This design comes from an exercise in tuning for small area on the open sky130 flow, not from production work. The RTL was checked by simulation tests, not by an equivalence proof against the original design. Power is estimated from default activity; no workload was simulated.

$ cat run.sh
#!/bin/bash
# synth_recipe.tcl (not shown) runs the flow's synth.tcl, then flattens the netlist and writes it again
# the make line also repeats each setting of config.mk as NAME=value (left out here)
make -C /OpenROAD-flow-scripts/flow DESIGN_CONFIG=/design/flow/config.mk WORK_HOME=/design/flow/orfs CLKGATE_MAP_FILE= SYNTH_SCRIPT=/design/flow/synth_recipe.tcl finish
$ cat config.mk
export PLATFORM = sky130hd
export DESIGN_NAME = tasks2do
export DESIGN_NICKNAME = tasks2do
export VERILOG_FILES = /design/flow/design.v
export SDC_FILE = /design/flow/constraint.sdc
export NUM_CORES = 4
export LEC_CHECK = 0
export CAP_MARGIN = 20
export CORE_MARGIN = 2
export CORE_UTILIZATION = 40
export SLEW_MARGIN = 20
$ cat constraint.sdc
create_clock -name core_clock -period 10.0 [get_ports {clk8}]
set_input_delay 2.0000 -clock core_clock [delete_from_list [all_inputs] [get_ports {clk8}]]
set_output_delay 2.0000 -clock core_clock [all_outputs]
set_load 0.01 [all_outputs]
$ cat design.v
module init_lites (
   input             clk8,
   input             reset8,
   input             frame_busy,
   input      [3:0]  cmd_inst,
   input      [27:0] cmd_data,
   input      [7:0]  sizeplus1,
   output reg        init_done,
   output reg [25:0] init_data,
   output reg        init_go
);
   localparam INITINIT  = 3'd0;
   localparam STARTINIT = 3'd1;
   localparam LOOPINIT  = 3'd2;
   localparam INCINIT   = 3'd3;
   localparam DONEINIT  = 3'd4;
   localparam ENDINIT   = 3'd5;
   reg [2:0] initsm;
   reg [5:0] low_addr;
   always @(posedge clk8) begin
      if (reset8) begin
         init_done <= 1'b0;
         init_data <= 26'd0;
         init_go   <= 1'b0;
         low_addr  <= 6'd0;
         initsm    <= INITINIT;
      end else begin
         case (initsm)
            INITINIT: begin
               init_done <= 1'b0;
               init_data <= 26'd0;
               init_go   <= 1'b0;
               low_addr  <= 6'd0;
               initsm    <= STARTINIT;  
            end
            STARTINIT: begin
               init_data <= {low_addr, 20'd0};
               init_go   <= 1'b1;
               if (frame_busy)
                  initsm <= LOOPINIT;
            end
            LOOPINIT: begin
               init_go <= 1'b0;
               if (!frame_busy && low_addr == sizeplus1[5:0])
                  initsm <= DONEINIT;
               else if (!frame_busy)  
                  initsm <= INCINIT;
            end
            INCINIT: begin
               low_addr <= low_addr + 6'd1;
               initsm   <= STARTINIT;
            end
            DONEINIT: begin
               init_done <= 1'b1;
               initsm    <= ENDINIT;
            end
            ENDINIT: begin  
               init_done <= 1'b0;
               init_data <= 26'd0;
               init_go   <= 1'b0;
               low_addr  <= 6'd0;
               if (cmd_inst == 4'h0)  
                  initsm <= INITINIT;
            end
            default:
               initsm <= INITINIT;
         endcase
      end
   end
endmodule
module pause (
   input             clk8,
   input             reset8,
   input             ce1,
   input      [3:0]  cmd_inst,
   input      [27:0] cmd_data,
   output reg        pause_done
);
   localparam INIT  = 2'd0;
   localparam DELAY = 2'd1;
   localparam START = 2'd2;
   localparam DONE  = 2'd3;
   reg [1:0]  pausesm;
   reg        cnt5en;
   reg        cnt5done;
   reg [8:0]  cnt5ms;
   reg [7:0]  cnt_main;
   reg        calc_randnum;
   reg [11:0] random;
   wire       feedback = ~(random[10] ^ random[9]);
   always @(posedge clk8) begin
      if (reset8) begin
         cnt_main     <= 8'h00;
         pause_done   <= 1'b0;
         cnt5en       <= 1'b0;
         calc_randnum <= 1'b0;
         pausesm      <= INIT;
      end else begin
         case (pausesm)
            INIT: begin
               pause_done <= 1'b0;
               if (cmd_inst == 4'h1) begin
                  pausesm <= DELAY;
                  if (cmd_data[27:20] == 8'h00) begin
                     cnt_main     <= {2'b00, random[5:0]};
                     calc_randnum <= 1'b1;
                  end else
                     cnt_main <= cmd_data[27:20];
               end
            end
            DELAY: begin
               calc_randnum <= 1'b0;
               if (cnt_main == 8'h00)
                  pausesm <= DONE;  
               else if (!cnt5done)
                  cnt5en <= 1'b1;
               else begin
                  cnt5en  <= 1'b0;
                  pausesm <= START;
               end
            end
            START: begin
               cnt_main <= cnt_main - 8'd1;
               pausesm  <= DELAY;  
            end
            DONE: begin
               pause_done <= 1'b1;
               pausesm    <= INIT;
            end
         endcase
      end
   end
   always @(posedge clk8) begin
      if (reset8) begin
         cnt5ms   <= 9'd0;
         cnt5done <= 1'b0;
      end else begin
         cnt5done <= 1'b0;
         if (ce1 && cnt5en) begin
            if (cnt5ms == 9'h1FF) begin
               cnt5ms   <= 9'd0;
               cnt5done <= 1'b1;
            end else
               cnt5ms <= cnt5ms + 9'd1;
         end
      end
   end
   always @(posedge clk8) begin
      if (reset8)
         random <= 12'h563;  
      else if (calc_randnum)
         random <= {random[10:0], feedback};
   end
endmodule
module star_sw (
   input            clk8,
   input            ce1,
   input            reset8,
   input            psh_butt,
   output     [1:0] disp_addr,
   output reg       chng_disp
);
   localparam INIT   = 2'd0;
   localparam S_HI   = 2'd1;
   localparam S_CHNG = 2'd2;
   localparam S_LO   = 2'd3;
   reg [1:0]  mainsm;
   reg        cnt_en;
   reg [1:0]  addr;
   reg        done_cnt;
   reg [14:0] low_cnt;
   assign disp_addr = addr;
   always @(posedge clk8) begin
      if (reset8) begin
         cnt_en    <= 1'b0;
         chng_disp <= 1'b0;
         addr      <= 2'b00;
         mainsm    <= INIT;
      end else begin
         case (mainsm)
            INIT: begin
               cnt_en    <= 1'b0;
               chng_disp <= 1'b0;
               if (psh_butt)
                  mainsm <= S_HI;
            end
            S_HI: begin
               if (psh_butt)
                  mainsm <= S_CHNG;
               else
                  mainsm <= INIT;
            end
            S_CHNG: begin
               addr      <= addr + 2'd1;
               chng_disp <= 1'b1;
               mainsm    <= S_LO;
            end
            S_LO: begin
               if (done_cnt)
                  mainsm <= INIT;
               cnt_en <= 1'b1;
            end
         endcase
      end
   end
   always @(posedge clk8) begin
      if (reset8) begin
         low_cnt  <= 15'd0;
         done_cnt <= 1'b0;
      end else begin
         if (cnt_en && !psh_butt) begin
            if (ce1)
               low_cnt <= low_cnt + 15'd1;
         end else
            low_cnt <= 15'd0;
         done_cnt <= low_cnt[14];
      end
   end
endmodule
module chase (
   input            clk8,
   input            reset8,
   input      [3:0] cmd_inst,
   input     [27:0] cmd_data,
   input            prog_busy,
   input            fading,
   output     [5:0] offset,
   output     [7:0] neo_size,
   output     [7:0] sizeplus1,
   output           chase_done
);
   localparam [7:0] TOTAL_LITES  = 8'd24;
   localparam [7:0] TOTAL_MINUS1 = 8'd23;
   localparam INIT  = 3'd0;
   localparam JUMP  = 3'd1;
   localparam START = 3'd2;
   localparam DONE  = 3'd3;
   localparam INITD = 3'd4;   
   reg [2:0] chasesm;
   reg       cnt_up;
   reg       cnt_clear;
   reg       pb_dly;          
   reg [7:0] count;
   reg [7:0] step;
   wire cnt_en = (chasesm == DONE);
   assign offset     = count[5:0];
   assign sizeplus1  = TOTAL_LITES;
   assign neo_size   = TOTAL_MINUS1;
   assign chase_done = (chasesm == INITD);
   always @(posedge clk8) begin
      if (reset8) begin
         cnt_up    <= 1'b1;
         cnt_clear <= 1'b1;
         chasesm   <= INIT;
      end else begin
         case (chasesm)
            INIT, INITD: begin
               cnt_up    <= cmd_data[12];
               cnt_clear <= cmd_data[13];
               chasesm   <= (cmd_inst == 4'h5) ? JUMP : INIT;
            end
            JUMP:    chasesm <= START;
            START:   chasesm <= DONE;
            DONE:    chasesm <= INITD;
            default: chasesm <= INIT;
         endcase
      end
   end
   always @(posedge clk8) begin
      if (!reset8 && (chasesm == INIT || chasesm == INITD))
         step <= cmd_data[27:20];
   end
   always @(posedge clk8)
      pb_dly <= prog_busy;
   wire [7:0] size = (step == 8'h00) ? 8'h01 : step;
   wire [7:0] leap = count + size;
   always @(posedge clk8) begin
      if (reset8 || prog_busy)
         count <= 8'h00;
      else if (cnt_en) begin
         if (cnt_clear || pb_dly)
            count <= 8'h00;
         else if (fading)
            count <= count;
         else if (cnt_up) begin
            if (leap > TOTAL_MINUS1)
               count <= leap - TOTAL_LITES;
            else
               count <= leap;
         end else begin
            if (count >= size)
               count <= count - size;
            else
               count <= TOTAL_LITES - leap;
         end
      end
   end
endmodule
module rainbow (
   input             clk8,
   input             reset8,
   input      [3:0]  cmd_inst,
   input      [27:0] cmd_data,
   input             prog_busy,
   output            rbow_en,
   output     [11:0] rbow_data,
   output            rbow_done
);
   localparam INIT  = 2'd0;
   localparam START = 2'd1;
   localparam DONE  = 2'd2;
   localparam INITD = 2'd3;   
   localparam [3:0] cnt_max = 4'hE;
   localparam [3:0] cnt_min = 4'h1;
   reg [1:0] rbowsm;
   reg       cnt_on;
   reg       main_en;
   reg       red_en, grn_en, blu_en;
   reg       red_en_lat, grn_en_lat, blu_en_lat;
   reg       red_cnt_up, grn_cnt_up, blu_cnt_up;
   reg [3:0] red_cnt, grn_cnt, blu_cnt;
   wire cnt_en = (rbowsm == DONE);
   assign rbow_en   = main_en;
   assign rbow_data = {blu_cnt, grn_cnt, red_cnt};
   assign rbow_done = (rbowsm == INITD);
   always @(posedge clk8 or posedge reset8) begin
      if (reset8) begin
         main_en   <= 1'b0;
         cnt_on    <= 1'b0;
         rbowsm    <= INIT;
      end else begin
         case (rbowsm)
            INIT, INITD: begin
               cnt_on <= cmd_data[12];
               rbowsm <= (cmd_inst == 4'hB) ? START : INIT;
               if (prog_busy)
                  main_en <= 1'b0;
            end
            START: begin
               main_en <= cnt_on;
               rbowsm  <= DONE;
            end
            default:
               rbowsm <= INITD;
         endcase
      end
   end
   always @(posedge clk8 or posedge reset8) begin
      if (reset8) begin
         red_cnt    <= 4'hF;
         red_cnt_up <= 1'b0;
         red_en_lat <= 1'b1;
         grn_en     <= 1'b1;
      end else if (!main_en || prog_busy) begin
         red_cnt    <= 4'hF;
         red_cnt_up <= 1'b0;
         red_en_lat <= 1'b1;
         grn_en     <= 1'b1;
      end else if (cnt_en && (red_en || red_en_lat)) begin
         if (red_cnt >= cnt_max)
            red_cnt_up <= 1'b0;
         else if (red_cnt <= cnt_min)
            red_cnt_up <= 1'b1;
         if (red_cnt_up)
            red_cnt <= red_cnt + 4'd1;
         else
            red_cnt <= red_cnt - 4'd1;
         if (red_en)
            red_en_lat <= 1'b1;
         else if (red_cnt == 4'h1 && !red_cnt_up)
            red_en_lat <= 1'b0;
         grn_en <= (red_cnt == cnt_max && red_cnt_up);
      end
   end
   always @(posedge clk8 or posedge reset8) begin
      if (reset8) begin
         grn_cnt    <= 4'h0;
         grn_cnt_up <= 1'b1;
         grn_en_lat <= 1'b0;
         blu_en     <= 1'b0;
      end else if (!main_en || prog_busy) begin
         grn_cnt    <= 4'h0;
         grn_cnt_up <= 1'b1;
         grn_en_lat <= 1'b0;
         blu_en     <= 1'b0;
      end else if (cnt_en && (grn_en || grn_en_lat)) begin
         if (grn_cnt >= cnt_max)
            grn_cnt_up <= 1'b0;
         else if (grn_cnt <= cnt_min)
            grn_cnt_up <= 1'b1;
         if (grn_cnt_up)
            grn_cnt <= grn_cnt + 4'd1;
         else
            grn_cnt <= grn_cnt - 4'd1;
         if (grn_en)
            grn_en_lat <= 1'b1;
         else if (grn_cnt == 4'h1 && !grn_cnt_up)
            grn_en_lat <= 1'b0;
         blu_en <= (grn_cnt == cnt_max && grn_cnt_up);
      end
   end
   always @(posedge clk8 or posedge reset8) begin
      if (reset8) begin
         blu_cnt    <= 4'h0;
         blu_cnt_up <= 1'b1;
         blu_en_lat <= 1'b0;
         red_en     <= 1'b0;
      end else if (!main_en || prog_busy) begin
         blu_cnt    <= 4'h0;
         blu_cnt_up <= 1'b1;
         blu_en_lat <= 1'b0;
         red_en     <= 1'b0;
      end else if (cnt_en && (blu_en || blu_en_lat)) begin
         if (blu_cnt >= cnt_max)
            blu_cnt_up <= 1'b0;
         else if (blu_cnt <= cnt_min)
            blu_cnt_up <= 1'b1;
         if (blu_cnt_up)
            blu_cnt <= blu_cnt + 4'd1;
         else
            blu_cnt <= blu_cnt - 4'd1;
         if (blu_en)
            blu_en_lat <= 1'b1;
         else if (blu_cnt == 4'h1 && !blu_cnt_up)
            blu_en_lat <= 1'b0;
         red_en <= (blu_cnt == cnt_max && blu_cnt_up);
      end
   end
endmodule
module fade (
   input             clk8,
   input             reset8,
   input      [3:0]  cmd_inst,
   input      [27:0] cmd_data,
   input             prog_busy,
   output reg        fading,
   output            fade_en,
   output     [7:0]  fade_data,
   output            fade_done
);
   localparam INIT  = 2'd0;
   localparam START = 2'd1;
   localparam DONE  = 2'd2;
   localparam INITD = 2'd3;   
   reg [1:0] fadesm;
   reg       cnt_on;
   reg       cnt_up;
   reg       cnt_updly;
   reg       main_en;
   reg [7:0] count;
   reg [1:0] cnt_by;
   reg [1:0] cnt_lolim;
   reg [1:0] cnt_uplim;
   reg [1:0] incr_c;      
   reg [1:0] min_c;       
   reg [1:0] up_c;        
   reg [1:0] maxup_c;     
   reg [1:0] lo_c;        
   reg [1:0] lel_c;       
   reg [1:0] lei_c;
   wire cnt_en = (fadesm == DONE);
   assign fade_done = (fadesm == INITD);
   assign fade_en   = main_en;
   assign fade_data = count;
   function [7:0] pow2;
      input [1:0] c;
      pow2 = 8'h01 << c;
   endfunction
   function [7:0] uplim_of;
      input [1:0] c;
      case (c)
         2'b00: uplim_of = 8'hC0;
         2'b01: uplim_of = 8'h80;
         2'b10: uplim_of = 8'h60;
         default: uplim_of = 8'h40;
      endcase
   endfunction
   function [7:0] lolim_of;
      input [1:0] c;
      case (c)
         2'b00: lolim_of = 8'h01;
         2'b01: lolim_of = 8'h04;
         2'b10: lolim_of = 8'h08;
         default: lolim_of = 8'h10;
      endcase
   endfunction
   wire [7:0] incr2    = pow2(incr_c);
   wire [7:0] cnt_min  = pow2(min_c);
   wire [7:0] cnt_max  = uplim_of(maxup_c) - cnt_min;
   wire [7:0] lolim    = lolim_of(lo_c);
   wire [7:0] loestlim = lolim_of(lel_c) - pow2(lei_c);
   always @(posedge clk8 or posedge reset8) begin
      if (reset8) begin
         main_en   <= 1'b0;
         cnt_on    <= 1'b0;
         fadesm    <= INIT;
         cnt_by    <= 2'b00;
         cnt_uplim <= 2'b00;
         cnt_lolim <= 2'b00;
      end else begin
         case (fadesm)
            INIT, INITD: begin
               cnt_on    <= cmd_data[12];
               cnt_by    <= cmd_data[21:20];
               cnt_uplim <= cmd_data[23:22];
               cnt_lolim <= cmd_data[25:24];
               fadesm    <= (cmd_inst == 4'h7) ? START : INIT;
               if (prog_busy)
                  main_en <= 1'b0;
            end
            START: begin
               main_en <= cnt_on;
               fadesm  <= DONE;
            end
            default:
               fadesm <= INITD;
         endcase
      end
   end
   always @(posedge clk8 or posedge reset8) begin
      if (reset8) begin
         count     <= 8'h00;
         cnt_up    <= 1'b1;
         cnt_updly <= 1'b1;
      end else begin
         cnt_updly <= cnt_up;
         if (!main_en || prog_busy || (incr_c != min_c)) begin
            count  <= 8'h00;
            cnt_up <= 1'b1;
         end else if (cnt_en) begin
            if (count >= cnt_max)
               cnt_up <= 1'b0;
            else if (count <= cnt_min || count <= lolim)
               cnt_up <= 1'b1;
            if (cnt_up)
               count <= count + incr2;
            else
               count <= count - incr2;
         end
      end
   end
   always @(posedge clk8 or posedge reset8) begin
      if (reset8)
         fading <= 1'b0;
      else
         fading <= !(!main_en || prog_busy || count == loestlim || (!cnt_updly && cnt_up));
   end
   always @(posedge clk8 or posedge reset8) begin
      if (reset8) begin
         up_c    <= 2'b00;
         incr_c  <= 2'b00;
         maxup_c <= 2'b00;
         min_c   <= 2'b00;
         lo_c    <= 2'b00;
      end else if (cnt_en) begin
         up_c    <= cnt_uplim;
         incr_c  <= cnt_by;
         maxup_c <= up_c;
         min_c   <= incr_c;
         lo_c    <= cnt_lolim;
      end
   end
   always @(posedge clk8 or posedge reset8) begin
      if (reset8) begin
         lel_c <= 2'b00;
         lei_c <= 2'b00;
      end else if (fade_done) begin
         lel_c <= lo_c;
         lei_c <= incr_c;
      end
   end
endmodule
module set_lites (
   input             clk8,
   input             reset8,
   input             frame_busy,
   input      [3:0]  cmd_inst,
   input      [27:0] cmd_data,
   input      [5:0]  offset,
   input      [7:0]  sizeplus1,
   input             fade_en,
   input      [7:0]  fade_data,
   input             fading,
   input             rbow_en,
   input      [11:0] rbow_data,
   output            set_done,
   output     [25:0] set_data,
   output reg        set_go
);
   localparam S_INIT    = 4'd0;
   localparam S_START   = 4'd1;
   localparam S_ADDRLIM = 4'd2;
   localparam S_NUM     = 4'd3;
   localparam S_DLY1    = 4'd4;
   localparam S_COLOR   = 4'd5;
   localparam S_DLY2    = 4'd6;
   localparam S_SEL     = 4'd7;
   localparam S_GO1     = 4'd8;   
   localparam S_GO      = 4'd9;
   localparam S_WAIT    = 4'd10;
   localparam S_END     = 4'd11;
   localparam P_INIT  = 2'd0;
   localparam P_WE    = 2'd1;
   localparam P_PAUSE = 2'd2;
   localparam P_MEM   = 2'd3;
   reg [3:0]  setsm;
   reg [5:0]  address;
   reg [6:0]  addrsum;
   reg [5:0]  rand_addr;
   reg [7:0]  briteness;
   reg [11:0] color_lat;
   reg        set_path;
   reg [11:0] color;
   reg        calc_randnum;
   reg        addr64;
   reg        col_done;
   reg        random_en;
   reg [11:0] random;
   reg [11:0] nx_color;
   wire       feedback = ~(random[10] ^ random[9]);
   reg [1:0]  palsm;
   reg [3:0]  pal_addr;
   reg [11:0] pal_color;
   reg        pal_done;
   reg [191:0] palette;
   wire go1 = (setsm == S_GO1);
   assign set_data[25:20] = addr64 ? rand_addr : addrsum[5:0];
   assign set_data[19:12] = fade_en ? fade_data : briteness;
   assign set_data[11:0]  = rbow_en ? rbow_data : (set_path ? color_lat : color);
   assign set_done = col_done | pal_done;
   always @(posedge clk8 or posedge reset8) begin
      if (reset8) begin
         col_done     <= 1'b0;
         set_go       <= 1'b0;
         address      <= 6'd0;
         briteness    <= 8'd0;
         color_lat    <= 12'd0;
         set_path     <= 1'b0;
         addrsum      <= 7'd0;
         calc_randnum <= 1'b0;
         addr64       <= 1'b0;
         setsm        <= S_INIT;
      end else begin
         case (setsm)
            S_INIT: begin
               col_done  <= 1'b0;
               set_go    <= 1'b0;
               addr64    <= cmd_data[26];
               address   <= cmd_data[25:20];
               briteness <= cmd_data[19:12];
               color_lat <= cmd_data[11:0];
               if (cmd_inst == 4'h3) begin
                  set_path <= 1'b0;
                  setsm    <= S_START;
               end else if (cmd_inst == 4'h4) begin
                  set_path <= 1'b1;
                  setsm    <= S_START;
               end
            end
            S_START: begin
               addrsum <= {1'b0, address} + {1'b0, offset};
               setsm   <= S_ADDRLIM;
            end
            S_ADDRLIM: begin
               if (!set_path && (color_lat[0] || addr64))
                  setsm <= S_NUM;
               else if (!set_path)
                  setsm <= S_SEL;
               else
                  setsm <= S_GO;
               if (addrsum >= 7'd24)
                  addrsum <= addrsum - 7'd24;
            end
            S_NUM: begin
               calc_randnum <= random_en;
               setsm <= S_DLY1;
            end
            S_DLY1: begin
               calc_randnum <= 1'b0;
               setsm        <= S_COLOR;
            end
            S_COLOR: setsm <= S_DLY2;
            S_DLY2:  setsm <= S_SEL;
            S_SEL:   setsm <= S_GO1;
            S_GO1, S_GO: begin
               set_go <= 1'b1;
               setsm  <= frame_busy ? S_WAIT : S_GO;
            end
            S_WAIT: begin
               set_go <= 1'b0;
               if (!frame_busy)
                  setsm <= S_END;
            end
            S_END: begin
               col_done <= 1'b1;
               setsm    <= S_INIT;
            end
            default:
               setsm <= S_INIT;
         endcase
      end
   end
   always @(posedge clk8 or posedge reset8) begin
      if (reset8)
         random_en <= 1'b1;
      else if (!fade_en)
         random_en <= 1'b1;
      else if (calc_randnum)
         random_en <= 1'b0;
      else
         random_en <= !fading;
   end
   always @(posedge clk8 or posedge reset8) begin
      if (reset8)
         random <= 12'h563;
      else if (calc_randnum)
         random <= {random[10:0], feedback};
   end
   always @(posedge clk8 or posedge reset8) begin
      if (reset8)
         nx_color <= 12'h37C;
      else if (setsm == S_COLOR)
         nx_color <= palette[random[3:0]*12 +: 12];
   end
   always @(posedge clk8 or posedge reset8) begin
      if (reset8)
         color <= 12'd0;
      else if (go1 && color_lat[0])
         color <= nx_color;
   end
   always @(posedge clk8 or posedge reset8) begin
      if (reset8)
         rand_addr <= 6'd0;
      else if (go1 && addr64) begin
         if (random[9:4] <= 6'd24)
            rand_addr <= random[9:4];
         else if (!random[6])
            rand_addr <= {3'b000, random[11:9]};
         else if (!random[5])
            rand_addr <= {3'b010, random[11:9]};
         else
            rand_addr <= {3'b001, random[11:9]};
      end
   end
   always @(posedge clk8 or posedge reset8) begin
      if (reset8) begin
         pal_done  <= 1'b0;
         pal_addr  <= 4'd0;
         pal_color <= 12'd0;
         palsm     <= P_INIT;
      end else begin
         case (palsm)
            P_INIT: begin
               pal_done  <= 1'b0;
               pal_addr  <= cmd_data[23:20];
               pal_color <= cmd_data[11:0];
               if (cmd_inst == 4'h9)
                  palsm <= P_WE;
            end
            P_WE:    palsm <= P_PAUSE;
            P_PAUSE: palsm <= P_MEM;
            P_MEM: begin
               pal_done <= 1'b1;
               palsm    <= P_INIT;
            end
         endcase
      end
   end
   localparam [191:0] PAL_INIT = {
      12'hF0C, 12'hF00, 12'h33F, 12'hCCC, 12'h0F0, 12'h0CF, 12'h03F, 12'h00F,
      12'hF0C, 12'hF00, 12'hCF0, 12'h3F0, 12'h0F0, 12'h0CF, 12'h03F, 12'h00F};
   genvar e;
   generate
      for (e = 0; e < 16; e = e + 1) begin : pal_entry
         wire        pal_ld = reset8 | (palsm == P_PAUSE && pal_addr == e);
         wire [11:0] pal_d  = reset8 ? PAL_INIT[e*12 +: 12] : pal_color;
         always @(posedge clk8)
            if (pal_ld)
               palette[e*12 +: 12] <= pal_d;
      end
   endgenerate
endmodule
module L2RnR2L(clk8,reset8,frame_busy,cmd_inst,cmd_data,neo_size,sizeplus1,
   l2r_data,l2r_done,l2r_go);
   input clk8;
   input reset8;
   input frame_busy;
   input [3:0] cmd_inst;
   input [27:0] cmd_data;
   input [7:0] neo_size;
   input [7:0] sizeplus1;
   output l2r_done;
   output [25:0] l2r_data;
   output l2r_go;
   localparam s_cmd   = 4'd0;   
   localparam s_start = 4'd1;
   localparam s_addr  = 4'd2;
   localparam s_lim   = 4'd3;
   localparam s_cmp   = 4'd4;
   localparam s_color = 4'd5;
   localparam s_go1   = 4'd6;   
   localparam s_go    = 4'd7;
   localparam s_busy1 = 4'd8;   
   localparam s_busy  = 4'd9;
   localparam s_done  = 4'd10;
   localparam s_cmd1  = 4'd11;  
   localparam i_init  = 3'd0;
   localparam i_start = 3'd1;
   localparam i_addr  = 3'd2;
   localparam i_loop  = 3'd3;
   localparam i_iter  = 3'd4;
   localparam i_next  = 3'd5;
   localparam i_pause = 3'd6;
   localparam c_init  = 3'd0;
   localparam c_num   = 3'd1;
   localparam c_color = 3'd2;
   localparam c_mix   = 3'd3;
   localparam c_wait1 = 3'd4;   
   localparam c_wait  = 3'd5;
   reg [3:0] mainsm;
   reg [2:0] num_lites;
   reg [7:0] brite;
   reg [4:0] address;
   reg [1:0] cmp;
   reg [2:0] iteraysm;
   reg       iteray_en;
   reg       iteray_done;
   reg [2:0] snap_lites;
   reg       snap_valid;
   reg [4:0] iteray;
   reg       iteray_up;
   reg [2:0]  colorsm;
   reg [11:0] random;
   reg [2:0]  nx_code;
   reg [2:0]  mixi_code;
   reg [2:0]  rl_code;
   reg [2:0]  mix_code;
   reg [4:0] d_addr;
   reg [7:0] d_brite;
   reg [1:0] d_cmp;
   reg [2:0] d_code;
   wire calc_lim  = (mainsm == s_cmp);
   wire sel_color = (mainsm == s_go1);
   wire calc_addr = (mainsm == s_cmd1);
   assign l2r_go   = (mainsm == s_go) | (mainsm == s_busy1);
   assign l2r_done = calc_addr;
   wire feedback = random[10] ~^ random[9];
   wire [4:0] inner_rite_lite = 5'd24 - {2'b00, snap_lites};
   wire [4:0] inner_rite_lim  = snap_valid ? (5'd23 - {2'b00, snap_lites}) : 5'd0;
   always @(posedge clk8 or posedge reset8) begin
      if (reset8) begin
         num_lites <= 3'b000;
         brite     <= 8'h08;
         mainsm    <= s_cmd;
      end else
         case (mainsm)
            s_cmd, s_cmd1: begin
               num_lites <= cmd_data[22:20];
               brite     <= cmd_data[19:12];
               mainsm    <= (cmd_inst == 4'h6) ? s_start : s_cmd;
            end
            s_start: mainsm <= s_addr;
            s_addr:  mainsm <= s_lim;
            s_lim:   mainsm <= s_cmp;
            s_cmp:   mainsm <= s_color;
            s_color: mainsm <= s_go1;
            s_go1, s_go:
               mainsm <= frame_busy ? s_busy1 : s_go;
            s_busy1, s_busy:
               mainsm <= frame_busy ? s_busy : s_done;
            s_done:  mainsm <= s_cmd1;
            default: mainsm <= s_cmd;
         endcase
   end
   always @(posedge clk8 or posedge reset8) begin
      if (reset8)
         address <= 5'b00000;
      else if (calc_addr)
         address <= (address == 5'd23) ? 5'b00000 : address + 1'b1;
   end
   wire [4:0] left_addr_hi = {2'b00, num_lites} + iteray;
   wire [4:0] rite_addr_lo = inner_rite_lim - iteray;
   wire [4:0] rite_addr_hi = 5'd23 - iteray;
   always @(posedge clk8 or posedge reset8) begin
      if (reset8)
         cmp <= 2'b00;
      else if (calc_lim)
         cmp <= {(address >= iteray) & (address <= left_addr_hi),
                 (address >= rite_addr_lo) & (address <= rite_addr_hi)};
   end
   always @(posedge clk8 or posedge reset8) begin
      if (reset8) begin
         snap_lites  <= 3'd0;
         snap_valid  <= 1'b0;
         iteray_en   <= 1'b0;
         iteray_done <= 1'b0;
         iteraysm    <= i_init;
      end else
         case (iteraysm)
            i_init: begin
               iteray_en   <= 1'b0;
               iteray_done <= 1'b0;
               if (sel_color)
                  iteraysm <= i_start;
            end
            i_start: begin
               snap_lites <= num_lites;
               snap_valid <= 1'b1;
               iteraysm   <= i_addr;
            end
            i_addr:
               if (address[4:3] == 2'b01)
                  iteraysm <= i_loop;
            i_loop:
               if (iteray_up == 1'b0 && iteray == 5'b00000)
                  iteraysm <= i_pause;
               else
                  iteraysm <= i_iter;
            i_iter: begin
               iteray_en <= 1'b1;
               iteraysm  <= i_next;
            end
            i_next: begin
               iteray_en <= 1'b0;
               if (address[4])
                  iteraysm <= i_addr;
            end
            i_pause: begin
               iteray_done <= 1'b1;
               if (address == 5'd23 && calc_addr)
                  iteraysm <= i_init;
            end
            default:
               iteraysm <= i_init;
         endcase
   end
   always @(posedge clk8 or posedge reset8) begin
      if (reset8) begin
         iteray    <= 5'b00000;
         iteray_up <= 1'b1;
      end else begin
         if (iteray_en && iteray == inner_rite_lite)
            iteray_up <= 1'b0;
         else if (iteray_done)
            iteray_up <= 1'b1;
         if (iteray_en) begin
            if (iteray_up && iteray < inner_rite_lite)
               iteray <= iteray + 1'b1;
            else
               iteray <= iteray - 1'b1;
         end
      end
   end
   always @(posedge clk8 or posedge reset8) begin
      if (reset8)
         colorsm <= c_init;
      else
         case (colorsm)
            c_init:  if (address[4]) colorsm <= c_num;
            c_num:   colorsm <= c_color;
            c_color: colorsm <= c_mix;
            c_mix:   colorsm <= c_wait1;
            c_wait1, c_wait:
               colorsm <= address[4] ? c_wait : c_init;
            default: colorsm <= c_init;
         endcase
   end
   always @(posedge clk8 or posedge reset8) begin
      if (reset8)
         random <= 12'h563;
      else if (colorsm == c_color)
         random <= {random[10:0], feedback};
   end
   always @(posedge clk8 or posedge reset8) begin
      if (reset8) begin
         nx_code   <= 3'b000;
         mixi_code <= 3'b000;
         rl_code   <= 3'b001;
         mix_code  <= 3'b001;
      end else begin
         if (colorsm == c_mix)
            nx_code <= {1'b1, random[11:10]};
         if (colorsm == c_wait1)
            mixi_code <= nx_code;
         if (iteray_done) begin
            rl_code  <= nx_code;
            mix_code <= mixi_code;
         end
      end
   end
   always @(posedge clk8 or posedge reset8) begin
      if (reset8) begin
         d_addr  <= 5'd0;
         d_brite <= 8'd0;
         d_cmp   <= 2'b00;
         d_code  <= 3'b000;
      end else if (sel_color) begin
         d_addr  <= address;
         d_brite <= brite;
         d_cmp   <= cmp;
         d_code  <= (cmp == 2'b11) ? mix_code : rl_code;
      end
   end
   reg [11:0] d_color;
   always @(*) begin
      d_color = 12'h000;
      case (d_cmp)
         2'b01:  
            case (d_code)
               3'b001:  d_color = 12'h0F0;
               3'b100, 3'b101: d_color = 12'h00F;
               3'b110:  d_color = 12'h80F;
               3'b111:  d_color = 12'h0F0;
               default: d_color = 12'h000;
            endcase
         2'b10:  
            case (d_code)
               3'b001:  d_color = 12'h00F;
               3'b100:  d_color = 12'h080;
               3'b101, 3'b111: d_color = 12'h800;
               3'b110:  d_color = 12'h08F;
               default: d_color = 12'h000;
            endcase
         2'b11:  
            case (d_code)
               3'b001:  d_color = 12'h0FF;
               3'b100:  d_color = 12'h08F;
               3'b101:  d_color = 12'h80F;
               3'b110:  d_color = 12'h88F;
               3'b111:  d_color = 12'h8F0;
               default: d_color = 12'h000;
            endcase
         default: d_color = 12'h000;
      endcase
   end
   wire [7:0] d_briter = d_brite + {1'b0, d_brite[7:1]};
   assign l2r_data = {1'b0, d_addr, (d_cmp == 2'b11) ? d_briter : d_brite, d_color};
endmodule
module tasks2do (
   input             clk8,
   input             reset8,
   input             ce1,
   input      [3:0]  cmd_inst,
   input      [27:0] cmd_data,
   input             timeout_done,
   input             prog_busy,
   input             frame_busy,
   input             neo_busy,
   input             disp_sel_n,
   output reg        frame_start,
   output reg [25:0] frame_data,
   output reg        shared_done,
   output     [7:0]  neo_size,
   output     [1:0]  disp_addr,
   output            chng_disp
);
   wire        init_done, init_go;
   wire [25:0] init_data;
   wire        set_done, set_go;
   wire [25:0] set_data;
   wire [5:0]  offset;
   wire        chase_done;
   wire        pause_done;
   wire        l2r_done, l2r_go;
   wire [25:0] l2r_data;
   wire        fading, fade_en, fade_done;
   wire [7:0]  fade_data;
   wire        rbow_en, rbow_done;
   wire [11:0] rbow_data;
   wire [7:0]  neo_size_int;
   wire [7:0]  sizeplus1;
   reg         f_start_int;
   reg  [7:0]  latch_start;
   wire dual_busy = frame_busy | neo_busy;
   wire psh_butt  = ~disp_sel_n;
   assign neo_size = neo_size_int;
   init_lites init_0 (
      .clk8(clk8), .reset8(reset8), .frame_busy(dual_busy),
      .cmd_inst(cmd_inst), .cmd_data(cmd_data), .sizeplus1(sizeplus1),
      .init_done(init_done), .init_data(init_data), .init_go(init_go));
   set_lites set_lites_0 (
      .clk8(clk8), .reset8(reset8), .frame_busy(dual_busy),
      .cmd_inst(cmd_inst), .cmd_data(cmd_data), .offset(offset),
      .sizeplus1(sizeplus1), .fade_en(fade_en), .fade_data(fade_data),
      .fading(fading), .rbow_en(rbow_en), .rbow_data(rbow_data),
      .set_done(set_done), .set_data(set_data), .set_go(set_go));
   chase chase_0 (
      .clk8(clk8), .reset8(reset8), .cmd_inst(cmd_inst), .cmd_data(cmd_data),
      .prog_busy(prog_busy), .fading(fading), .offset(offset),
      .neo_size(neo_size_int), .sizeplus1(sizeplus1), .chase_done(chase_done));
   pause pause_0 (
      .clk8(clk8), .reset8(reset8), .ce1(ce1), .cmd_inst(cmd_inst),
      .cmd_data(cmd_data), .pause_done(pause_done));
   L2RnR2L l2r_0 (
      .clk8(clk8), .reset8(reset8), .frame_busy(dual_busy),
      .cmd_inst(cmd_inst), .cmd_data(cmd_data), .neo_size(neo_size_int),
      .sizeplus1(sizeplus1), .l2r_done(l2r_done), .l2r_data(l2r_data),
      .l2r_go(l2r_go));
   fade fade_0 (
      .clk8(clk8), .reset8(reset8), .cmd_inst(cmd_inst), .cmd_data(cmd_data),
      .prog_busy(prog_busy), .fading(fading), .fade_en(fade_en),
      .fade_data(fade_data), .fade_done(fade_done));
   rainbow rainbow_0 (
      .clk8(clk8), .reset8(reset8), .cmd_inst(cmd_inst), .cmd_data(cmd_data),
      .prog_busy(prog_busy), .rbow_en(rbow_en), .rbow_data(rbow_data),
      .rbow_done(rbow_done));
   star_sw neo_sw_0 (
      .clk8(clk8), .ce1(ce1), .reset8(reset8), .psh_butt(psh_butt),
      .disp_addr(disp_addr), .chng_disp(chng_disp));
   always @(posedge clk8) begin
      if (reset8) begin
         frame_start <= 1'b0;
         f_start_int <= 1'b0;
         shared_done <= 1'b0;
         latch_start <= 8'd0;
      end else begin
         frame_start <= f_start_int;
         if (init_go || set_go || l2r_go) begin
            f_start_int <= 1'b1;
            latch_start <= {5'b00000, l2r_go, set_go, init_go};
         end else if (init_done || set_done || chase_done || pause_done ||
                      l2r_done || fade_done || timeout_done || rbow_done) begin
            shared_done <= 1'b1;
            latch_start <= 8'd0;
         end else begin
            f_start_int <= 1'b0;
            shared_done <= 1'b0;
         end
      end
   end
   always @(posedge clk8) begin
      if (reset8)
         frame_data <= 26'd0;
      else begin
         case (latch_start)
            8'b00000001: frame_data <= init_data;
            8'b00000010: frame_data <= set_data;
            8'b00000100: frame_data <= l2r_data;
            default:     frame_data <= 26'd0;
         endcase
      end
   end
endmodule
==> impl_results.md, run 1 <==
* CP delay by family, top: buffers and inverters
* Pre-CTS setup slack at 4.78 ns
* Worst EP arrival at 4.63 ns
* Setup bufs post-CTS at 0
* Status: complete, no violations
* Clock Tree Buf Depth at 3
* GPL Wtd Cong at 0.843
* Slowest stage cell, crit path: buf_4
* P_leak at 12.2 nW
* Initial Util at 40.3%
* Clock Latency Late Sink at 0.65 ns
* Post-Syn Instances at approximately 2400
* Horiz. Die Dim at 267 um
* Via/cell ratio at ~5.5
* Nets at 2574
* Die ar. at 71200 um2
* Cell depth of the worst flop-to-flop path at 13
* RSZ-0062 raised after global routing: false
* Hold Crit Depth at 0
* Async set or reset register ratio after synthesis at 43.5%
* Post-CTS Resized at 0
* Peak VDD IR at between 0.00015 and 0.0002 V
* Most numerous cell in the Yosys netlist: dfrtp_1
* Std cell rows at 96
* CTS sink cnt at approximately 570
* Startpoint types: primary input
* Vias at around 18000
* Core area at 68500 um2
* CP peak stage delay at 0.83 ns
* Syn_area_per_cell at 11.7 um2
* Sequential element share of the synthesized area at between 50% and 60%
* Worst path depth at 4
* Crit path max fanout at 138
* Hold Crit Class: register to register
* Slew Viols, Final at 0
* Antenna Nets Post-Route at 0
* Total congestion overflow at 0
* Yosys reg bits at 565
* # IOs at 79
* Setup ws final at ~5.6 ns
* Overall Global Routing Usage at 18.3%
* Synth top area cells: edfxtp_1, dfrtp_1, dfxtp_1
* Root buf cell: clkbuf_16
* CP Capture Type: register
* Layout cells sized above 1 at between 15 and 20%
* Xor/xnor share of the synthesized area at 2.60%
* Mux share of post-synthesis cell area at between 10% and 20%
* Largest net degree at the start of global routing at 139
* Crit-path cells: buf_4 > inv_8 > buf_4 > nand2_1
* CTS tree: built
* Setup Skew at between 0.05 and 0.06 ns
* Final min period at 4.41 ns
* Largest family of logic cells by synthesized area: multiplexers
* Initial antenna violation count at 5
* Drt first pass iters at 5
* Residual DRC count at 0
* Synth cell types at 85
* Port Buffer Count at 70
* Critical setup path kind: primary input to register
* Hpwl dp at 45.8 mm
* Mapped Area at around 28000 um2
* Max Cap Violations at 0
* Final TNS setup at 0 ns
* Synth Area in Adders at 6.56%
* Commonest cells post-synth: dfrtp_1, edfxtp_1, nor2_1
* Final Non-Filler Cells at between 3000 and 4000
* # hold bufs at CTS at 0
* Rel. slew slack at 29.6%
* Final Total Pwr at 8.50 mW
* Iter 0 DRT Violations at 1400
* Cell taking the most area after synthesis: edfxtp_1
* Top-area cell type share of the netlist area at a little over a fifth
* Htree depth at 2
* Peak Freq at 227 MHz
* Number of global-route vias before repair at 18300
* Final Hold Fails at 0
* Worst-Margin Slew at 1.05 ns
* Power per cell area at 273 nW/um2
* Crit share post-route at 44.1%
* Number of CTS-inserted buffers at 60
* Die H at ~270 um
* Routed WL at 65.2 mm
* Main synth FF type: dfrtp_1
* Simple-gate share of the synthesized area at 11.5%
* Reg clk slew, reported paths at around 0.07 ns
* # setup viols final at 0
* DP Cell Count at 3214
* Placement Cell Area at 29100 um2
* Post-synthesis compound-gate area fraction at 9.97%
* First-pass GRT wire length at 102 mm
* Crit path top cell by count: buf_4
* Number of synthesized flops with an enable pin at 200
* WP buf/inv at 3
* CP required at 10.23 ns
* Syn-to-layout area delta at 12.7%
* WL per Instance at 19.6 um
* Yosys warns at 9
* Post-route cell area at 31100 um2
[area by class of cell]
class	count	area, um2
Fill cell	6193	37300
Sequential cell	565	14600
Multi-Input combinational cell	1578	12200
Clock buffer	76	1640
Tap cell	882	1100
Timing Repair Buffer	92	863
Clock inverter	38	378
Inverter	97	372
Antenna cell	1	2.50
[worst reg2reg max path, delay by kind of cell (launching register included)]
family | cells | cell delay (ns)
AO/OA/AOI/OAI | 4 | 0.97
AND/OR/NAND/NOR | 5 | 0.87
adder cells (fa/ha/maj) | 3 | 0.83
XOR/XNOR | 1 | 0.65
flip-flops | 1 | 0.45
[layout by cell type (no fill, tap or decap), drive strengths merged, types with 25 or more instances in the layout]
| master | netlist | routed |
|---|---|---|
| nor2b | 65 | 65 |
| nand3 | 28 | 28 |
| inv | 97 | 99 |
| dfxtp | 119 | 119 |
| mux2 | 154 | 154 |
| clkinv | 0 | 26 |
| or3 | 25 | 25 |
| nor2 | 165 | 165 |
| a21oi | 130 | 130 |
| mux4 | 60 | 60 |
| xnor2 | 53 | 53 |
| nand2 | 152 | 152 |
| clkbuf | 98 | 76 |
| xor2 | 29 | 29 |
| ha | 132 | 132 |
| mux2i | 57 | 57 |
| nor3 | 43 | 43 |
| nand2b | 31 | 31 |
| dfstp | 34 | 34 |
| dfrtp | 212 | 212 |
| clkdlybuf4s50 | 0 | 69 |
| o21ai | 121 | 121 |
| edfxtp | 200 | 200 |
| or2 | 35 | 35 |
[path summary, 6_finish.rpt]
| kind | startpoint | to | slack, ns |
|---|---|---|---|
| setup / recovery | reset8 | set_lites_0.palette[37] | 5.59 |
| hold / removal | fade_0.cnt_up | fade_0.cnt_updly | 0.40 |
| setup reg to reg | chase_0.step[5] | chase_0.count[7] | 6.14 |
| hold reg to reg | fade_0.cnt_up | fade_0.cnt_updly | 0.40 |
| max in group asynchronous | reset8 | l2r_0.random[2] | 6.66 |
| min in group asynchronous | reset8 | fade_0.fadesm[0] | 1.82 |
[metrics by stage]
step | utilization [%] | hold WS, ns
finish | 45.5 | 0.401
global route | 45.5 | 0.414
CTS | 45.5 | 0.404
detailed placement | 42.5 | 0.397
global placement | 42.5 | 0.400
floorplan | - | 0.386
[state kept, by name, indices dropped and copies added, names as in the netlist, 7 cells and up, named ones only]
name                   cells
set_lites_0.pal_color     12
set_lites_0.color         12
set_lites_0.nx_color      12
set_lites_0.addrsum        7
l2r_0.brite                8
set_lites_0.random        12
set_lites_0.color_lat     12
chase_0.step               8
pause_0.cnt_main           8
l2r_0.random              12
neo_sw_0.low_cnt          15
frame_data                26
l2r_0.d_brite              8
chase_0.count              8
pause_0.random            11
set_lites_0.palette      192
pause_0.cnt5ms             9
set_lites_0.briteness      8
fade_0.count               8
[logic make-up after synthesis]
logic type	Yosys count
adders and majority gates	140
other	2
AOI/OAI and AO/OA	439
muxes	271
and+or+nand+nor	638
buffers and inverters	223
DFF	565
xor gates and xnor gates	82
[per-layer routing]
metal	global-route usage, %	wire, um	vias to the layer above
met3	3.91	3960	115
met1	24.7	29200	9139
li1	-	-	8610
met5	0	42	-
met2	29.2	29900	427
met4	6.10	2010	6
[where the power goes]
group	total, mW	switching [mW]	internal (mW)	leakage (nW)
sequential	3.62	0.606	3.01	5.91
combinational	2.63	1.30	1.34	5.36
clock	2.25	0.972	1.28	0.978
==> run 2: changes to the inputs <==
--- a/config.mk
+++ b/config.mk
@@ -8,4 +8,6 @@
 export CAP_MARGIN = 20
 export CORE_MARGIN = 2
-export CORE_UTILIZATION = 40
+export CORE_UTILIZATION = 60
+export CTS_BUF_LIST = sky130_fd_sc_hd__clkbuf_4
+export CTS_CLUSTER_SIZE = 30
 export SLEW_MARGIN = 20
==> run 2 against run 1 <==
Final area decreased by 0.96%. Combinational power about the same. Die area decreased by 33%. Clock skew decreased by 0.0052 ns. Sequential power decreased by 1%. Critical path depth decreased by 3. Clock power decreased by 4%. Cell count decreased by 4.0%. Sequential share of layout area increased by 0.45 points. Power decreased by 1.8%. First-iteration DRC count increased by 10%. Critical endpoint is now shared_done.
==> impl_results.md, run 2 <==
* Multi-input logic area at 12200 um2 (+0.26%)
* Worst hold endpoint: fade_0.cnt_updly
* Residual DRC count at 0 (unchanged)
* Syn-to-layout area delta at 11.6%
* Pre-CTS setup slack at 5.27 ns (+0.490 ns)
* Drt first pass iters at 8 (+3)
* Worst EP arrival at 1.93 ns (-2.70 ns)
* Hold slack at 0.422 ns (+0.0212 ns)
* First-pass GRT wire length at 98.5 mm (-3.9%)
* Routed WL at 61.3 mm (-5.9%)
* FF/Latch Area at 14600 um2 (unchanged)
* Std cell rows at 78 (-19%)
* CTS tree: built
* Met1 Track Usage GR at 35.8% (+11 points)
* Placement Cell Area at 28800 um2 (-1.2%)
* Post-CTS Resized at 0 (unchanged)
* Hold Crit Class: register to register
* Syn_area_per_cell at 11.7 um2 (unchanged)
* GPL Wtd Cong at 0.842 (-0.12%)
* Crit path max fanout at 2 (-99%)
* WL per Instance at 19.2 um (-2.0%)
* Commonest cells post-synth: dfrtp_1, edfxtp_1, nor2_1
* Nets at 2659 (+3.3%)
* Power per cell area at 271 nW/um2 (-0.85%)
* Yosys reg bits at 565 (unchanged)
* Most numerous cell in the Yosys netlist: dfrtp_1
* Iter 0 DRT Violations at 1542 (+10%)
* Slew Viols, Final at 0 (unchanged)
* Largest registers: set_lites_0.palette: 192 flops, frame_data: 26 flops, neo_sw_0.low_cnt: 15 flops
* Initial Util at 60.9% (+21 points)
* # hold bufs at CTS at 0 (unchanged)
* Vias at 18800 (+2.7%)
* Slowest stage cell, crit path: clkdlybuf4s50_1
* Total congestion overflow at 0 (unchanged)
* Most frequent cells in the layout: clkbuf_4, dfrtp_1, edfxtp_1
* Core area at 45400 um2 (-34%)
* Final TNS setup at 0 ns (unchanged)
* Async set or reset register ratio after synthesis at 43.5% (unchanged)
* Clock Latency Late Sink at 0.97 ns (+0.32 ns)
* Met2 GRT Util at 42.7% (+14 points)
* Layout cells sized above 1 at 22.3% (+5.1 points)
* Peak VDD IR at 0.000232 V (+36%)
* Root buf cell: clkbuf_4
* Crit-path cells: clkdlybuf4s50_1
* Port Buffer Count at 70 (unchanged)
* Reg2reg setup slack at 6.08 ns (-0.06 ns)
* Antenna Nets Post-Route at 0 (unchanged)
* Setup Skew at 0.0510 ns (-0.00515 ns)
* Mapped Area at 27600 um2 (unchanged)
* Cell taking the most area after synthesis: edfxtp_1
* Setup bufs post-CTS at 0 (unchanged)
* Number of synthesized flops with an enable pin at 200 (unchanged)
* Cell depth of the worst flop-to-flop path at 13 (unchanged)
* Max Cap Violations at 0 (unchanged)
* Overall Global Routing Usage at 26.7% (+8.4 points)
* Commonest non-fill, non-tap cell in the layout: clkbuf_4
* Via/cell ratio at 5.88 (+7.0%)
* Reg clk slew, reported paths at 0.07 ns (about the same)
* Final Hold Fails at 0 (unchanged)
* Startpoint types: register
* Final min period at 3.93 ns (-0.480 ns)
* Htree depth at 4 (+2)
* RSZ-0062 raised after global routing: false
* CP required at 8.00 ns (-2.23 ns)
* Largest net degree at the start of global routing at 74 (-47%)
* WP buf/inv at 1 (-2)
* # IOs at 79 (unchanged)
* CP Capture Type: primary output
* Hold path startpoint: fade_0.cnt_up
* Worst-Margin Slew at 1.11 ns (+0.0569 ns)
* Main synth FF type: dfrtp_1
* Sequential element share of the synthesized area at 52.8% (unchanged)
* Die ar. at 47800 um2 (-33%)
* CTS sink cnt at 565 (unchanged)
* Fillers at 3461 (-44%)
* Post-route cell area at 30800 um2 (-0.96%)
* Flip-flop count of the largest register after layout at 192 (unchanged)
* Grt met3 use at 5.46% (+1.5 points)
* Initial antenna violation count at 3 (-2)
* Crit share post-route at 39.3% (-4.8 points)
* Horiz. Die Dim at 219 um (-18%)
* CP delay by family, top: buffers and inverters
* Critical setup path kind: register to primary output
* Critical R2R Launch: chase_0.step[5]
* Synth top area cells: edfxtp_1, dfrtp_1, dfxtp_1
* # setup viols final at 0 (unchanged)
* Number of global-route vias before repair at 18400 (+0.50%)
* Worst path depth at 1 (-3)
* Setup ws final at 6.07 ns (+0.480 ns)
* CP startpoint: shared_done
* Post-Syn Instances at 2360 (unchanged)
* Clock Tree Buf Depth at 3 (unchanged)
* Yosys warns at 9 (unchanged)
* GR peak layer: met2
* Largest Register: set_lites_0.palette
* Top-area cell type share of the netlist area at 21.7% (unchanged)
* Hpwl dp at 41.4 mm (-9.5%)
* Die H at 219 um (-18%)
* P_leak at 12.5 nW (+2.0%)
* Final Total Pwr at 8.35 mW (-1.8%)
* Hold Crit Depth at 0 (unchanged)
* Status: complete, no violations
* Rel. slew slack at 25.8% (-3.8 points)
* R2r endpoint: chase_0.count[7]
* Synth cell types at 85 (unchanged)
* CP peak stage delay at 0.62 ns (-0.21 ns)
* Peak Freq at 255 MHz (+12%)
* Number of CTS-inserted buffers at 147 (+150%)
## run 2: worst max-delay path by stage
stage                              to  slack (ns)
5_1_grt              chase_0.count[7]        5.74
3_5_place_dp      pause_0.cnt_main[0]        5.27
4_1_cts                   shared_done        5.95
6_report                  shared_done        6.07
3_3_place_gp      pause_0.cnt_main[0]        5.31
2_1_floorplan  set_lites_0.palette[0]        2.27
## run 2: layout make-up
class                      count  area share (%)
timing repair buffer          90            2.75
inverter                      97            1.21
sequential                   565            47.3
clock buffer                 237            5.77
clock inverter                27           0.901
tap                          600            2.43
antenna                        2          0.0162
multi-input combinational   1578            39.6
## run 2: power by group
group / switching [mW] / leakage [nW] / internal [mW]
clock: 0.936 / 1.22 / 1.22
sequential: 0.572 / 5.91 / 3.01
combinational: 1.27 / 5.36 / 1.33
total: 2.78 / 12.5 / 5.57
## run 2: logic make-up after synthesis
logic type / count (synthesis) / share of synthesized area [%]
other: 2 / 0.0272
multiplexers: 271 / 13.2
XOR/XNOR: 82 / 2.60
flip-flops: 565 / 52.8
adder cells (fa/ha/maj): 140 / 6.56
buffers and inverters: 223 / 3.27
AO/OA/AOI/OAI: 439 / 9.97
AND/OR/NAND/NOR: 638 / 11.5
## run 2: per-layer routing
metal  share of wire, %  vias up  wire length, um
li1                   -     8902                -
met5                  0        -                0
met4                2.7        0             1650
met3                4.7      119             2890
met1                 44     9289            27300
met2                 48      479            29500
## run 2: through the flow
step                utilization, %  std cells
finish                        67.9       3196
global route                  67.9       3196
CTS                           67.9       3193
detailed placement            63.4       2929
global placement              63.4       2929
floorplan                        -       2366

[static timing again, ports no longer ideal]
How much do the figures lean on ideal ports? The routed layouts below were timed once more, with nothing changed but the port constraints.
Step 1 (the two cells are an assumption about what drives the block):
set clk [get_ports {clk8}]
set_driving_cell -lib_cell sky130_fd_sc_hd__clkbuf_16 $clk
set_driving_cell -lib_cell sky130_fd_sc_hd__buf_2 [delete_from_list [all_inputs] $clk]
Step 2 moves the port delays by t, midway between the first and last clock arrival at a register: inputs arrive t later, outputs are due t later. That takes back most of the time a late clock gives input paths.
Slacks: no drivers / after step 1 / after step 2; pairs: no drivers / after step 1.
run	t (ns)	setup WS [ns]	pins driven straight from the clock port
run 1	0.689	5.592 / 5.629 / 4.940	1
run 2	1.006	6.073 / 6.016 / 5.254	1
After both steps every run listed still meets setup and hold. The setup slack of run 2, which loses most, moves by -0.057 ns with the drivers and by -0.819 ns with both steps.
